Source: an optimization exercise on an open RTL-to-GDS flow (aim: small area, a short achievable clock period and few clock cycles per item). Production flows keep margins and buffers that such runs may drop.

## run A
==> flow/design.v <==
`timescale 1ns / 1ps
module convert_to_10 (
    input wire clk,
    input wire rst,
    input wire start,
    input wire [399:0] binary,
    output reg [3:0] decimal,
    output reg valid,
    output reg done
);
    localparam integer W  = 16;                
    localparam integer NB = (392 + W - 1) / W;  
    localparam integer WT = 392 - (NB - 1) * W;  
    reg  [391:0] v;                  
    reg  [2*NB-1:0] p;               
    reg  [3:0] jreg, jreg2;          
    reg        ereg, ereg2;          
    reg        run;
    reg  [7:0] cnt;
    wire [395:0] a = {1'b0, v, 3'b000};
    wire [395:0] b = {3'b000, v, 1'b0};
    wire [391:0] v_nx;
    wire [2*NB-1:0] p_nx;
    wire [3:0]   j_nx;
    genvar gi;
    generate
        for (gi = 0; gi < NB; gi = gi + 1) begin : blk
            localparam integer LO = gi * W;
            if (gi < NB - 1) begin : mid
                wire [1:0] pp = (gi == 0) ? 2'b00 : p[2*gi +: 2];
                wire [W+1:0] q = {{(W-3){1'b0}}, pp[1], pp[0], pp[1], pp[0], 1'b0};
                wire [W+1:0] s = {2'b00, a[LO +: W]} + {2'b00, b[LO +: W]} + q;
                assign v_nx[LO +: W] = s[W-1:0];
                assign p_nx[2*(gi+1) +: 2] = s[W+1:W];
            end else begin : top
                wire [1:0] pp = p[2*gi +: 2];
                wire [WT+3:0] q = {{(WT-1){1'b0}}, pp[1], pp[0], pp[1], pp[0], 1'b0};
                wire [WT+3:0] s = a[395:LO] + b[395:LO] + q;
                assign v_nx[391:LO] = s[WT-1:0];
                assign j_nx = s[WT+3:WT];
            end
        end
    endgenerate
    assign p_nx[1:0] = 2'b00;
    wire [NB-1:0] g0, pr0;
    generate
        for (gi = 0; gi < NB; gi = gi + 1) begin : gp
            localparam integer LO = gi * W;
            localparam integer HI = (gi < NB - 1) ? LO + W - 1 : 391;
            wire hi1 = &v[HI:LO+2];
            wire v1 = v[LO + 1];
            wire v0 = v[LO];
            wire p1 = (gi == 0) ? 1'b0 : p[2*gi + 1];
            wire p0 = (gi == 0) ? 1'b0 : p[2*gi];
            assign g0[gi]  = hi1 & v1 & (p1 | (p0 & v0));
            assign pr0[gi] = hi1 & ((~p1 & ~p0 & v1 & v0) | (p0 & v1 & ~v0) | (p1 & ~v1 & v0));
        end
    endgenerate
    localparam integer LV = (NB > 32) ? 6 : (NB > 16) ? 5 : (NB > 8) ? 4 : 3;   
    wire [NB-1:0] gl [0:LV];
    wire [NB-1:0] pl [0:LV];
    assign gl[0] = g0;
    assign pl[0] = pr0;
    genvar gl_i, gl_l;
    generate
        for (gl_l = 0; gl_l < LV; gl_l = gl_l + 1) begin : lv
            for (gl_i = 0; gl_i < NB; gl_i = gl_i + 1) begin : el
                if ((gl_i % (2 << gl_l)) == 0 && gl_i + (1 << gl_l) < NB) begin : cmb
                    assign gl[gl_l+1][gl_i] = gl[gl_l][gl_i + (1 << gl_l)] |
                                              (pl[gl_l][gl_i + (1 << gl_l)] & gl[gl_l][gl_i]);
                    assign pl[gl_l+1][gl_i] = pl[gl_l][gl_i + (1 << gl_l)] & pl[gl_l][gl_i];
                end else begin : pass
                    assign gl[gl_l+1][gl_i] = gl[gl_l][gl_i];
                    assign pl[gl_l+1][gl_i] = pl[gl_l][gl_i];
                end
            end
        end
    endgenerate
    wire e = gl[LV][0];
    wire [3:0] digit = jreg2 + {3'b000, ereg} + {1'b0, ereg2, ereg2, 1'b0};
    always @(posedge clk) begin
        if (run) begin
            v <= v_nx;
            p <= p_nx;
        end else begin
            v <= binary[391:0];
            p <= 0;
        end
        jreg  <= j_nx;
        jreg2 <= jreg;
        ereg  <= e;
        ereg2 <= ereg;
        decimal <= run ? digit : binary[395:392];
    end
    always @(posedge clk) begin
        if (rst) begin
            run   <= 1'b0;
            cnt   <= 8'd0;
            valid <= 1'b0;
            done  <= 1'b0;
        end else begin
            valid <= start | (run & (cnt >= 8'd3));
            done  <= run & (cnt == 8'd151);
            if (run) begin
                cnt <= cnt + 8'd1;
                if (cnt == 8'd151) run <= 1'b0;
            end else if (start) begin
                run <= 1'b1;
                cnt <= 8'd1;
            end
        end
    end
endmodule
clock: 10.0 ns
lec_check: 0
abc_area: 1
cap_margin: 20
core_margin: 2
core_utilization: 40
slew_margin: 20
run.sh (not shown) runs the stock make flow with config.mk's settings and CLKGATE_MAP_FILE= SYNTH_SCRIPT=/design/flow/synth_recipe.tcl, a recipe that flattens the netlist after the stock synthesis.
#### Input delta (run B over run A)
Settings: ABC_AREA no longer set, was 1.
==> run notes <==
Run B against run A: worst slack on hold paths was more or less identical; post-DP HPWL lost 10,000 um; final cell utilization of the core now larger.
[compare] base=run A new=run B: initial antenna violation count now sits higher; final-layout clock buffer total now sits higher.
For run C, these inputs were changed with respect to run B:
==> flow/flow/run.sh (new file) <==
#!/bin/bash
# Standard layout, with the port buffers made of the smallest buffer cell.
set -euo pipefail
export BUFFER_PORTS_ARGS="-buffer_cell sky130_fd_sc_hd__buf_1"
bash standard.sh > standard_flow.log 2>&1
==> flow/standard.sh (new file) <==
#!/bin/bash
# synth_recipe.tcl (not shown) runs the flow's synth.tcl, then flattens the netlist and writes it again
# the make line also repeats each setting of config.mk as NAME=value (left out here)
make -C /OpenROAD-flow-scripts/flow DESIGN_CONFIG=/design/flow/config.mk WORK_HOME=/design/flow/orfs CLKGATE_MAP_FILE= SYNTH_SCRIPT=/design/flow/synth_recipe.tcl "${@:-finish}"
removed: flow/run.sh
## What came out
On worst hold-check slack: between run C and run B, it ends up lower for run B.
Going from run B to run C, total count of hold-check failures in the final report was more or less identical; placement-stage worst setup slack neither gained nor lost much.
The run showing the smaller post-layout minimum cycle time is run B.
Looking only at overall track demand over capacity in global routing, and setting everything else aside, the higher value of run C and run B goes to run B.
## Diff of input files: run D against run C
--- a/flow/flow/run.sh
+++ b/flow/flow/run.sh
@@ -2 +2 @@
-# Standard layout, with the port buffers made of the smallest buffer cell.
+# Standard layout, repair_timing aiming at 6.5 ns of setup slack, with the port buffers made of the smallest buffer cell.
@@ -4,0 +5 @@
+export SETUP_SLACK_MARGIN=6.5
==> comparison <==
Run C → run D: final period demand of the worst path now sits lower. Run D vs run C — wire length rose about 1%. [run D] non-clock buffer contribution to total cell area rose 0.39 points relative to run C.
No functional check of the RTL was part of any run of this note.

==> static timing again, ports no longer ideal <==
How much do the figures lean on ideal ports? The routed layouts below were timed once more, with nothing changed but the port constraints. Step 1, drivers: a clkbuf_16 drives clk and a buf_2 each remaining input, both assumed. Step 2 moves the port delays by t, midway between the first and last clock arrival at a register: inputs arrive t later, outputs are due t later. That takes back most of the time a late clock gives input paths. Slacks: ideal ports / drivers / drivers and shift; pairs: ideal ports / drivers.
| run | shift t [ns] | slack for setup (ns) | worst hold slack (ns) | worst setup path at the end | clock arrival spread, ns |
|---|---|---|---|---|---|
| run A | 0.720 | 6.419 / 6.351 / 6.601 | 0.327 / 0.327 / 0.327 | input to register | 0.022 / 0.022 |
| run B | 0.711 | 6.482 / 6.423 / 6.482 | 0.326 / 0.326 / 0.326 | register to register | 0.014 / 0.014 |
| run C | 0.709 | 6.456 / 6.456 / 6.456 | 0.337 / 0.337 / 0.337 | register to register | 0.038 / 0.038 |
| run D | 0.710 | 6.577 / 6.577 / 6.577 | 0.337 / 0.337 / 0.337 | register to register | 0.038 / 0.038 |
After both steps every run listed still meets setup and hold.
